Background: an optimization exercise with open tools, aiming at small area. Do not read the settings as production practice. Power is estimated from default activity; no workload was simulated.

// wlan_interleaver_top
module wlan_interleaver_top(
    input wire clk,
    input wire reset,
    input wire il_in,
    output wire il_out,
    input wire dil_in,
    output wire dil_out
    );
	reg [4:0] B;
	reg [1:0] e;
	always @(posedge clk or negedge reset)
	begin
		if (!reset)
		begin
			B <= 5'd20;
			e <= 2'd0;
		end
		else if (e == 2'd2)
		begin
			B <= B + 5'd1;
			e <= 2'd0;
		end
		else
			e <= e + 2'd1;
	end
	reg sig_dl, sig_il;
	always @(posedge clk or negedge reset)
	begin
		if (!reset)
		begin
			sig_dl <= 1'b1;
			sig_il <= 1'b1;
		end
		else
		begin
			if ({B, e} == {5'd9, 2'd2})
				sig_dl <= 1'b0;
			if (!sig_dl && {B, e} == {5'd26, 2'd2})
				sig_il <= 1'b0;
		end
	end
	interleaver u_il (
		.clk(clk),
		.B(B),
		.e(e),
		.sig(sig_il),
		.in(il_in),
		.out(il_out)
	);
	deinterleaver u_dil (
		.clk(clk),
		.B(B),
		.e(e),
		.sig(sig_dl),
		.in(dil_in),
		.out(dil_out)
	);
endmodule
For scale: ~200 flip-flops, about 6 I/O pins.
==> flow/config.mk <==
export PLATFORM = sky130hd
export DESIGN_NAME = wlan_interleaver_top
export DESIGN_NICKNAME = wlan_interleaver_top
export VERILOG_FILES = /design/flow/design.v
export SDC_FILE = /design/flow/constraint.sdc
export NUM_CORES = 4
export LEC_CHECK = 0
export ABC_AREA = 1
export CAP_MARGIN = 20
export CORE_MARGIN = 2
export CORE_UTILIZATION = 40
export SLEW_MARGIN = 20
==> flow/constraint.sdc <==
create_clock -name core_clock -period 25.0 [get_ports {clk}]
set_input_delay 5.0000 -clock core_clock [delete_from_list [all_inputs] [get_ports {clk}]]
set_output_delay 5.0000 -clock core_clock [all_outputs]
set_load 0.01 [all_outputs]
run.sh (not shown) runs the stock make flow with config.mk's settings and CLKGATE_MAP_FILE= SYNTH_SCRIPT=/design/flow/synth_recipe.tcl, a recipe that flattens the netlist after the stock synthesis.
Then changed:
CTS_BUF_LIST = sky130_fd_sc_hd__clkbuf_4   (was not set)
CTS_CLUSTER_DIAMETER = 50   (was not set)
CTS_CLUSTER_SIZE = 10   (was not set)
The changed run finished clean.
Register-to-register slack hardly moves.
Count of clock-buffer cells in the layout is higher by 3.
Critical path depth is unchanged.
Total power is lower by 22%.
Area after synthesis stays the same.
First-iteration DRC count is lower by 28%.
Fmax is lower by 1.7%.
Flip-flop and latch count does not change.
Die area is unchanged.
Then changed:
CTS_BUF_LIST = sky130_fd_sc_hd__clkbuf_16   (was sky130_fd_sc_hd__clkbuf_4)
CTS_CLUSTER_DIAMETER = 60   (was 50)
CTS_CLUSTER_SIZE = 16   (was 10)
The new run went through all stages and came out clean.
Final cell count fell by 1.4%.
Wire length hardly moves.
Final area rises by about 3.7%.
Setup slack gets better by 120 ps.
Area after synthesis is unchanged.
Worst hold slack is about the same.
Total power is higher by about 16%.
Synthesized cell count does not change.
Sequential cell count does not change.
Then changed:
CTS_BUF_LIST = sky130_fd_sc_hd__clkbuf_2 sky130_fd_sc_hd__clkbuf_4   (was sky130_fd_sc_hd__clkbuf_16)
CTS_CLUSTER_DIAMETER = 40   (was 60)
CTS_CLUSTER_SIZE = 8   (was 16)
Effect:
- power went down by 13%
- routed wire length went up by 0.63%
- global-route usage went up by 0.27 points
- cell area went down by 3.2%
- cell count went up by 1.8%
Then changed:
CTS_BUF_LIST = sky130_fd_sc_hd__clkbuf_16   (was sky130_fd_sc_hd__clkbuf_2 sky130_fd_sc_hd__clkbuf_4)
CTS_CLUSTER_DIAMETER = 80   (was 40)
CTS_CLUSTER_SIZE = 25   (was 8)
Outcome: Critical path depth is unchanged. Area after synthesis stays the same. Clock power increases by 29%. Global-route usage decreases by 0.32 points. Die area stays the same. Design area increases by 2.0%. Sequential share of layout area decreases by 1.3 points. Cell count decreases by 2.3%.
Then changed:
CTS_BUF_LIST = sky130_fd_sc_hd__clkbuf_8   (was sky130_fd_sc_hd__clkbuf_16)
CTS_CLUSTER_DIAMETER = 60   (was 80)
CTS_CLUSTER_SIZE = 16   (was 25)
Outcome: The changed run completed with no timing, DRC or antenna violations. Count of clock-buffer cells in the layout climbs by 4. Area after synthesis does not change. Worst setup slack loses 12 ps. Cell count rose by 0.46%.
No run of this note included a check of the RTL's function; only the layout flow was run.

static timing again, ports no longer ideal:
Ports are ideal in the flow. The routed layouts listed here were re-timed in OpenROAD. Step 1, drivers: a clkbuf_16 drives clk and a buf_2 each remaining input, both assumed. Step 2 moves the port delays by t, midway between the first and last clock arrival at a register: inputs arrive t later, outputs are due t later. That takes back most of the time a late clock gives input paths. a / b / c = ideal / step 1 / step 2; a / b = the first two.
run | t (ns) | setup WS [ns] | worst hold slack (ns) | worst register clock-pin slew, ns | worst slew at a driven data input, ns
the first run | 0.500 | 18.719 / 18.683 / 18.457 | 0.321 / 0.321 / 0.321 | 0.06 / 0.06 | 0.03
the second run | 0.604 | 18.612 / 18.578 / 18.490 | 0.313 / 0.313 / 0.313 | 0.11 / 0.11 | 0.03
the third run | 0.489 | 18.728 / 18.692 / 18.468 | 0.316 / 0.316 / 0.316 | 0.07 / 0.07 | 0.03
the fourth run | 0.610 | 18.592 / 18.563 / 18.465 | 0.318 / 0.318 / 0.318 | 0.10 / 0.10 | 0.03
the fifth run | 0.493 | 18.716 / 18.675 / 18.471 | 0.326 / 0.326 / 0.326 | 0.09 / 0.09 | 0.03
the sixth run | 0.499 | 18.704 / 18.673 / 18.477 | 0.318 / 0.318 / 0.318 | 0.10 / 0.10 | 0.03
After both steps setup and hold are still met in every run listed. The setup slack of the first run, which loses most, moves by -0.036 ns with the drivers and by -0.262 ns with both steps.
